This design comes from an exercise in tuning for small area on the open sky130 flow, not from production work. Function was checked by simulation only, so behaviour that the tests miss may differ from the original. The clock input has no modelled driver; a real chip could not lean on it and would need a root buffer or a full tree.

==> inputs of juniper <==
==> flow/design.v (excerpt) <==
module DigitalClock(
    input clk,  
    input rst,  
    input btnC, btnU, btnL, btnR, btnD,  
    input [2:0] sw,
    output reg [6:0] seg,
    output [3:0] an,
    output reg [0:0] led
    );
export LEC_CHECK = 0
export CAP_MARGIN = 20
export CORE_MARGIN = 2
export CORE_UTILIZATION = 40
export SLEW_MARGIN = 20
create_clock -name core_clock -period 10.0 [get_ports {clk}]
standard.sh (not shown) runs the stock make flow with config.mk's settings and CLKGATE_MAP_FILE= SYNTH_SCRIPT=/design/flow/synth_recipe.tcl, a recipe that flattens the netlist after the stock synthesis.
==> flow/flow/run.sh <==
#!/bin/bash
# Own layout flow: the standard ORFS flow (standard.sh) with three changes:
#  - synthesis maps the logic with an area-oriented ABC script and without
#    extracting half/full adder cells (registers are mapped exactly as before);
#  - the smallest buffer cell on the ports;
#  - a clock tree without dummy loads.
set -euo pipefail
here=$(pwd)
export BUFFER_PORTS_ARGS="-buffer_cell sky130_fd_sc_hd__buf_1"
export CTS_ARGS="-sink_clustering_enable -repair_clock_nets -sink_clustering_size 100 -sink_clustering_max_diameter 1000 -root_buf sky130_fd_sc_hd__clkbuf_8 -buf_list sky130_fd_sc_hd__clkbuf_2 -dont_use_dummy_load"
export ADDER_MAP_FILE=
export AREA_ABC_SCRIPT=$here/flow/area.abc
export FLOW_SYNTH_TCL=$here/synth_recipe.tcl
# synthesis: standard.sh's make command with the synthesis script above
sed -e "s#SYNTH_SCRIPT=[^ ]*#SYNTH_SCRIPT=$here/flow/synth_area.tcl#" standard.sh > synth_area.sh
bash synth_area.sh synth > synth.log 2>&1
bash standard.sh finish > standard.log 2>&1
==> flow/flow/area.abc <==
strash
dch -f
amap
topo
==> flow/flow/synth_area.tcl <==
# The standard synthesis (synth_recipe.tcl), with ABC's technology mapping of the
# combinational logic run with an area-oriented script (flow/area.abc) in place of
# ORFS's delay-oriented one. Flip-flop mapping, flattening and naming are unchanged.
proc abc {args} {
  set i [lsearch -exact $args -script]
  if { $i >= 0 } {
    set args [lreplace $args $i [expr {$i + 1}] -script $::env(AREA_ABC_SCRIPT)]
  }
  yosys abc {*}$args
}
source $::env(FLOW_SYNTH_TCL)
==> ember: changes against juniper <==
--- a/flow/design.v
+++ b/flow/design.v
@@ -96,47 +96,46 @@
         seg[4] = c[0] | (~c[1] & c[2]);
         seg[5] = (c[0] & c[1]) | (c[1] & ~c[2]) | (c[0] & ~c[2] & ~c[3]);
         seg[6] = (c[0] & c[1] & c[2]) | (~c[1] & ~c[2] & ~c[3]);
     end
     wire [10:0] sm_r = rst ? {7'd0, 4'd12} : {Seconds, Minutes};
     always @(posedge clk) begin
         {Sec_t, Sec_u} <= S1;    
         fresh <= rst;
+        if (rst | (tick & sw[0]))
+            led <= ~rst & (Minutes_alarm == Minutes) & (Seconds_alarm == Seconds);
         if (rst | (Current_Mode & btnC))
             {Seconds_alarm_reset, Minutes_alarm_reset} <= sm_r;
         if (rst | (tick & sw[1]))
             {Seconds_alarm, Minutes_alarm} <= sm_r;
         Minutes <= M1;
         if (rst) begin
             cnt_hi <= 0;
             cnt_lo <= 0;
             d_counter <= 8'h00;
             current_LED <= 0;
             current_bit <= 0;
             Current_Mode <= 1'b1;
             dig <= 0;
             mem0 <= 8; mem1 <= 7; mem2 <= 8; mem3 <= 2;
             seg_code <= 8;
-            led <= 0;
         end else begin
             if (tick & ~sw[0]) begin
                 cnt_hi <= 0;
                 cnt_lo <= 0;
             end else begin
                 cnt_hi <= cnt_hi + {1'b0, lo_last};
                 cnt_lo <= lo_next;
             end
             d_counter <= d_wrap ? 8'h00 : d_next;
             current_LED <= cl_next;
             Current_Mode <= Current_Mode ^ btnC;
             if (!Current_Mode && btnC) current_bit <= 0;
             else if (tick && (btnL || btnR)) current_bit <= ~current_bit;
-            if (tick && sw[0])
-                led <= (Minutes_alarm == Minutes) && (Seconds_alarm == Seconds);
             dig <= dig_next;
             case (current_LED)
                 2'd0: mem0 <= dig;
                 2'd1: mem1 <= dig[2:0] | {3{dig[3]}};
                 2'd2: mem2 <= dig;
                 default: mem3 <= {dig[3], dig[0]};
             endcase
             seg_code <= mem_cur;
==> flow/flow/run.sh (replaced) <==
#!/bin/bash
# Own layout flow: the standard ORFS flow (standard.sh) with these changes:
#  - synthesis maps the logic with an area-oriented ABC script and without
#    extracting half/full adder cells (registers are mapped exactly as before);
#  - the smallest buffer cell on the ports;
#  - a one-level clock tree (flow/cts.tcl) in place of TritonCTS: four buf_12
#    buffers, each at the centre of a quarter of the flip-flops, driven by the
#    clock port.
set -euo pipefail
here=$(pwd)
export BUFFER_PORTS_ARGS="-buffer_cell sky130_fd_sc_hd__buf_1"
export ADDER_MAP_FILE=
export AREA_ABC_SCRIPT=$here/flow/area.abc
export FLOW_SYNTH_TCL=$here/synth_recipe.tcl
sed -e "s#SYNTH_SCRIPT=[^ ]*#SYNTH_SCRIPT=$here/flow/synth_area.tcl#" standard.sh > synth_area.sh
bash synth_area.sh synth > synth.log 2>&1
bash standard.sh place > place.log 2>&1
RESULTS_DIR=$here/orfs/results/sky130hd/DigitalClock/base CLK_K=4 CLK_LEAF=sky130_fd_sc_hd__buf_12 CLK_ROOT= \
  openroad -no_init -exit flow/cts.tcl > cts.log 2>&1
bash standard.sh finish > standard.log 2>&1
==> flow/flow/cts.tcl (new file) <==
# Clock tree for the standard flow's layout flow: the flip-flops are split into CLK_K groups by
# location (k-means); each group gets one CLK_LEAF buffer at its centre driving the
# group's clock pins. With CLK_ROOT set, one CLK_ROOT buffer at the centre of the
# leaf buffers drives them from the clock port; otherwise the port drives the leaves.
set plat $::env(FLOW_HOME)/platforms/sky130hd
read_liberty $plat/lib/sky130_fd_sc_hd__tt_025C_1v80.lib
read_db $::env(RESULTS_DIR)/3_place.odb
read_sdc $::env(RESULTS_DIR)/3_place.sdc
source $plat/setRC.tcl
set db [ord::get_db]
set block [ord::get_db_block]
set clknet [$block findNet clk]
set K $::env(CLK_K)
set leaf_master [$db findMaster $::env(CLK_LEAF)]
set pins {}
foreach iterm [$clknet getITerms] {
  set bb [[$iterm getInst] getBBox]
  lappend pins [list $iterm [expr {([$bb xMin] + [$bb xMax]) / 2.0}] [expr {([$bb yMin] + [$bb yMax]) / 2.0}]]
}
set n [llength $pins]
set sorted [lsort -real -index 1 $pins]
for {set k 0} {$k < $K} {incr k} {
  set p [lindex $sorted [expr {int(($k + 0.5) * $n / $K)}]]
  set cx($k) [lindex $p 1]; set cy($k) [lindex $p 2]
}
for {set it 0} {$it < 100} {incr it} {
  for {set k 0} {$k < $K} {incr k} { set sx($k) 0; set sy($k) 0; set cn($k) 0 }
  set assign {}
  foreach p $pins {
    set best 0; set bd 1e30
    for {set k 0} {$k < $K} {incr k} {
      set d [expr {abs([lindex $p 1] - $cx($k)) + abs([lindex $p 2] - $cy($k))}]
      if {$d < $bd} { set bd $d; set best $k }
    }
    lappend assign $best
    set sx($best) [expr {$sx($best) + [lindex $p 1]}]
    set sy($best) [expr {$sy($best) + [lindex $p 2]}]
    incr cn($best)
  }
  for {set k 0} {$k < $K} {incr k} {
    if {$cn($k) > 0} { set cx($k) [expr {$sx($k) / $cn($k)}]; set cy($k) [expr {$sy($k) / $cn($k)}] }
  }
}
set drv $clknet
if { [info exists ::env(CLK_ROOT)] && $::env(CLK_ROOT) ne "" } {
  set rx 0; set ry 0
  for {set k 0} {$k < $K} {incr k} { set rx [expr {$rx + $cx($k) / $K}]; set ry [expr {$ry + $cy($k) / $K}] }
  set root [odb::dbInst_create $block [$db findMaster $::env(CLK_ROOT)] clkbuf_root]
  set drv [odb::dbNet_create $block clknet_root]
  $drv setSigType CLOCK
  [$root findITerm A] connect $clknet
  [$root findITerm X] connect $drv
  $root setLocation [expr {int($rx)}] [expr {int($ry)}]
  $root setPlacementStatus PLACED
}
for {set k 0} {$k < $K} {incr k} {
  set inst($k) [odb::dbInst_create $block $leaf_master clkbuf_leaf_$k]
  set net($k) [odb::dbNet_create $block clknet_leaf_$k]
  $net($k) setSigType CLOCK
  [$inst($k) findITerm A] connect $drv
  [$inst($k) findITerm X] connect $net($k)
  $inst($k) setLocation [expr {int($cx($k))}] [expr {int($cy($k))}]
  $inst($k) setPlacementStatus PLACED
  puts "group $k: $cn($k) flip-flops"
}
foreach p $pins a $assign {
  set iterm [lindex $p 0]
  $iterm disconnect
  $iterm connect $net($a)
}
global_connect
detailed_placement
check_placement
set_propagated_clock [all_clocks]
estimate_parasitics -placement
set worst 0
for {set k 0} {$k < $K} {incr k} {
  foreach p [get_pins -of_objects [get_nets clknet_leaf_$k]] {
    set s [get_property $p slew_max]
    if {$s > $worst} { set worst $s }
  }
}
puts "worst clock slew: $worst"
report_clock_skew
report_worst_slack -max
report_worst_slack -min
# the files ORFS's CTS step leaves, in the order make expects them
set res $::env(RESULTS_DIR)
write_db $res/4_1_cts.odb
write_db $res/4_cts.odb
write_sdc -no_timestamp $res/4_cts.sdc
Settings changed: CAP_MARGIN 20 to 0, GPL_TIMING_DRIVEN from default to 0, SLEW_MARGIN 20 to 0.
==> flow_metrics.env <==
export IMPL_status="timing/DRC/antenna clean"
export IMPL_routed_wirelength_mm=7.01
export IMPL_seqCellArea_um2=1890
export IMPL_routed_via_density=5.17
export IMPL_slowest_stage="o21ai_1"
export IMPL_fin_area_um2=3860
export IMPL_dpl_hpwl_mm=5.31
export IMPL_gp_congestion=0.865
export IMPL_ys_top_cells_by_area="dfxtp_1, edfxtp_1, nor2_1"
export IMPL_die_w_um=98.1
export IMPL_first_iter_violations=145
export IMPL_p_seq_share_pct=65.1
export IMPL_grt_pass1_vias=2694
export IMPL_initial_core_util_pct=41.0
(the above is from ember)
==> flow_metrics.env <==
export IMPL_status="timing/DRC/antenna clean"
export IMPL_p_seq_share_pct=61.0
export IMPL_slowest_stage="dfxtp_1"
export IMPL_gp_congestion=0.847
export IMPL_routed_via_density=5.35
export IMPL_seqCellArea_um2=1880
export IMPL_first_iter_violations=239
export IMPL_routed_wirelength_mm=7.42
export IMPL_fin_area_um2=3890
(the above is from juniper)
The clock cells of ember come from the design's own scripts or RTL, not from TritonCTS.

==> re-timing with driven ports <==
The flow's constraints put no driver on any port. The routed layouts listed below were extracted and timed again, unchanged, in two steps. Step 1, drivers: a clkbuf_16 drives clk and a buf_2 each remaining input, both assumed. Step 2 adds t to the input delays and takes it off the output delays; t is the mean of the earliest and latest rising clock arrival at the registers after step 1. Input paths then give back, and output paths get back, about the clock's delay inside the block. Slacks: ideal ports / drivers / drivers and shift; pairs: ideal ports / drivers.
| run | t, ns | slack for setup (ns) | hold WS [ns] | worst data-port slew with drivers (ns) |
|---|---|---|---|---|
| juniper | 0.384 | 6.254 / 6.223 / 5.955 | 0.430 / 0.430 / 0.430 | 0.03 |
| ember | 0.203 | 5.755 / 5.817 / 5.614 | 0.425 / 0.425 / 0.425 | 0.03 |
After both steps every run listed still meets setup and hold. The setup slack of juniper, which loses most, moves by -0.031 ns with the drivers and by -0.299 ns with both steps.
